Context: an optimization exercise on an open-source flow, tuned for small area. The choices shown serve that exercise and are no tape-out recipe. Only simulation tests tie the RTL to the original design; equivalence was not proved. No activity file was given, so power comes from the tool's default toggle rates.

Design DigitalClock, start of the top module:
module DigitalClock(
    input        clk_1k,
    input        rst,
    input        clr_sw_n,
    input        alarm_sw,
    input        stopwatch_sw,
    input        timer_sw,
    input  [8:0] btn,          
    output [7:0] seg_data,
    output [7:0] seg_sel,
    output       lcd_rs,
    output       lcd_rw,
    output       lcd_e,
    output [7:0] lcd_data,
    output       piezo,
    output [7:0] led_1,        
    output [3:0] led_r,        
    output [3:0] led_g,        
    output [3:0] led_b         
);
    wire [8:0] btn_t;
    oneshot_universal #(.WIDTH(9)) u_btn_oneshot (
        .clk      (clk_1k),
        .rst      (rst),
        .btn      (btn),
        .btn_trig (btn_t)
    );
    wire clr_sw = ~clr_sw_n;
    wire clr_time;
    oneshot_universal #(.WIDTH(1)) u_clr_oneshot (
        .clk      (clk_1k),
        .rst      (rst),
        .btn      (clr_sw),
        .btn_trig (clr_time)
    );
    wire tick_1hz;
    clock_divider_1k_to_1hz u_div (
        .clk      (clk_1k),
        .rst      (rst),
        .tick_1hz (tick_1hz)
    );
    wire clock_adjust_enable = ~alarm_sw & ~stopwatch_sw & ~timer_sw;
    wire inc_hour_main = btn_t[0] & clock_adjust_enable;
    wire inc_min_main  = btn_t[1] & clock_adjust_enable;
    wire inc_sec_main  = btn_t[2] & clock_adjust_enable;
    wire [3:0] sec_ones, sec_tens;
    wire [3:0] min_ones, min_tens;
    wire [3:0] hour_ones;
    wire [1:0] hour_tens;
    time_counter_hms_bcd u_time (
        .clk       (clk_1k),
        .rst       (rst),
        .clr_time  (clr_time),
        .tick_1hz  (tick_1hz),
        .inc_hour  (inc_hour_main),
        .inc_min   (inc_min_main),
        .inc_sec   (inc_sec_main),
        .sec_ones  (sec_ones), .sec_tens  (sec_tens),
        .min_ones  (min_ones), .min_tens  (min_tens),
        .hour_ones (hour_ones), .hour_tens (hour_tens)
    );
    reg mode_12;
    always @(posedge clk_1k) begin
        if (rst) begin
            mode_12 <= 1'b0;
        end
  ...
==> flow/config.mk <==
export PLATFORM = sky130hd
export DESIGN_NAME = DigitalClock
export DESIGN_NICKNAME = DigitalClock
export VERILOG_FILES = /design/flow/design.v
export SDC_FILE = /design/flow/constraint.sdc
export NUM_CORES = 4
export LEC_CHECK = 0
export ABC_AREA = 1
export CAP_MARGIN = 20
export CORE_MARGIN = 2
export CORE_UTILIZATION = 70
export CTS_CLUSTER_DIAMETER = 60
export CTS_CLUSTER_SIZE = 30
export GPL_TIMING_DRIVEN = 0
export SLEW_MARGIN = 20
==> flow/constraint.sdc <==
create_clock -name core_clock -period 500.0 [get_ports {clk_1k}]
set_input_delay 100.0000 -clock core_clock [delete_from_list [all_inputs] [get_ports {clk_1k}]]
set_output_delay 100.0000 -clock core_clock [all_outputs]
set_load 0.01 [all_outputs]
standard.sh (not shown) runs the stock make flow with config.mk's settings and CLKGATE_MAP_FILE= SYNTH_SCRIPT=/design/flow/synth_recipe.tcl, a recipe that flattens the netlist after the stock synthesis.
==> flow/flow/run.sh <==
#!/bin/bash
# Standard ORFS synthesis, then the combinational logic between the (unchanged) registers is
# re-mapped by ABC for area, then the standard ORFS layout continues from that netlist.
set -euo pipefail
W=$(pwd)
YOSYS=${FLOW_HOME}/../tools/install/yosys/bin/yosys
[ -x "$YOSYS" ] || YOSYS=yosys
R=$W/orfs/results/${FLOW_PLATFORM}/DigitalClock/base
LIB=${FLOW_HOME}/platforms/${FLOW_PLATFORM}/lib/sky130_fd_sc_hd__tt_025C_1v80.lib

bash standard.sh synth > $W/synth_std.log 2>&1
cp $R/1_2_yosys.v $W/std_synth.v

DU=$(sed -n '/export DONT_USE_CELLS/,/^$/p' ${FLOW_HOME}/platforms/${FLOW_PLATFORM}/config.mk \
     | grep -o "sky130_fd_sc_hd__[a-z0-9_]*" | sed 's/^/-dont_use /' | tr '\n' ' ')
sed -e "s#@LIB@#$LIB#g" -e "s#@IN@#$W/std_synth.v#" -e "s#@OUT@#$W/resyn.v#" \
    -e "s#@ABC@#$W/flow/area.abc#" -e "s#@DU@#$DU#" -e "s#@TOP@#${FLOW_TOP}#" \
    $W/flow/resyn.ys > $W/resyn_run.ys
# keep the divider's logic (the input cone of the registers it feeds) as the standard
# synthesis made it; re-map the rest
sed -e "s#@LIB@#$LIB#g" -e "s#@IN@#$W/std_synth.v#" -e "s#@JSON@#$W/std_synth.json#" \
    -e "s#@TOP@#${FLOW_TOP}#" $W/flow/resyn1.ys > $W/resyn1_run.ys
$YOSYS -l $W/resyn1.log -s $W/resyn1_run.ys > /dev/null 2>&1
python3 $W/flow/cone.py $W/std_synth.json $W/cone.txt '*avgr*' '*avg_stage*' '*sand_x*' '*sand_q*' > $W/cone.log 2>&1
sed -i "s#@CONE@#$W/cone.txt#" $W/resyn_run.ys
$YOSYS -l $W/resyn.log -s $W/resyn_run.ys > /dev/null 2>&1

cp $W/resyn.v $R/1_2_yosys.v
# clock tree options (ORFS's cts.tcl takes CTS_ARGS in place of its own)
if [ -f $W/flow/cts_args.txt ]; then
  export CTS_ARGS="$(cat $W/flow/cts_args.txt)"
fi
rm -f $R/1_synth.odb $R/1_synth.sdc
bash standard.sh > $W/layout.log 2>&1
==> flow/flow/cts_args.txt <==
-sink_clustering_enable -repair_clock_nets -sink_clustering_size 30 -sink_clustering_max_diameter 60 -dont_use_dummy_load
Other scripts of this flow, unchanged in this note and not shown: flow/flow/area.abc, flow/flow/cone.py, flow/flow/resyn.ys, flow/flow/resyn1.ys
The first run finished clean.
Edit:
CORE_UTILIZATION = 60   (was 70)
Result:
- utilization falls by 11 points
- wire length shrinks by a few percent
- clock-buffer cell count falls by 2
- combinational power is higher by a few percent
- final area rose slightly
- synthesized cell count is unchanged
- via count drops by a few percent
Edit:
removed: flow/flow/cts_args.txt
Non-clock buffer count came out lower by 2.
Via count came out higher by 0.54%.
Power is about the same.
Hold slack gets better by 0.015 ns.
Area after synthesis is about the same.
Final cell count barely changes.
Routed wire length is about the same.
Die area is about the same.

[what the ideal ports hide]
Ports are ideal in the flow. The routed layouts listed here were re-timed in OpenROAD.
Step 1 assumes that a clkbuf_16 drives the clock port and a buf_2 every other input.
Step 2 adds t to the input delays and takes it off the output delays; t is the mean of the earliest and latest rising clock arrival at the registers after step 1. Input paths then give back, and output paths get back, about the clock's delay inside the block.
a / b / c = ideal / step 1 / step 2; a / b = the first two.
run | t, ns | setup WS [ns] | worst setup path at the end | worst data-port slew with drivers (ns)
the first run | 0.777 | 289.843 / 289.828 / 289.050 | input to register | 0.18
the second run | 0.760 | 291.491 / 291.418 / 290.658 | input to register | 0.28
the third run | 0.784 | 292.037 / 292.102 / 291.317 | input to register | 0.14
After both steps every run listed still meets setup and hold. The setup slack of the second run, which loses most, moves by -0.073 ns with the drivers and by -0.833 ns with both steps.
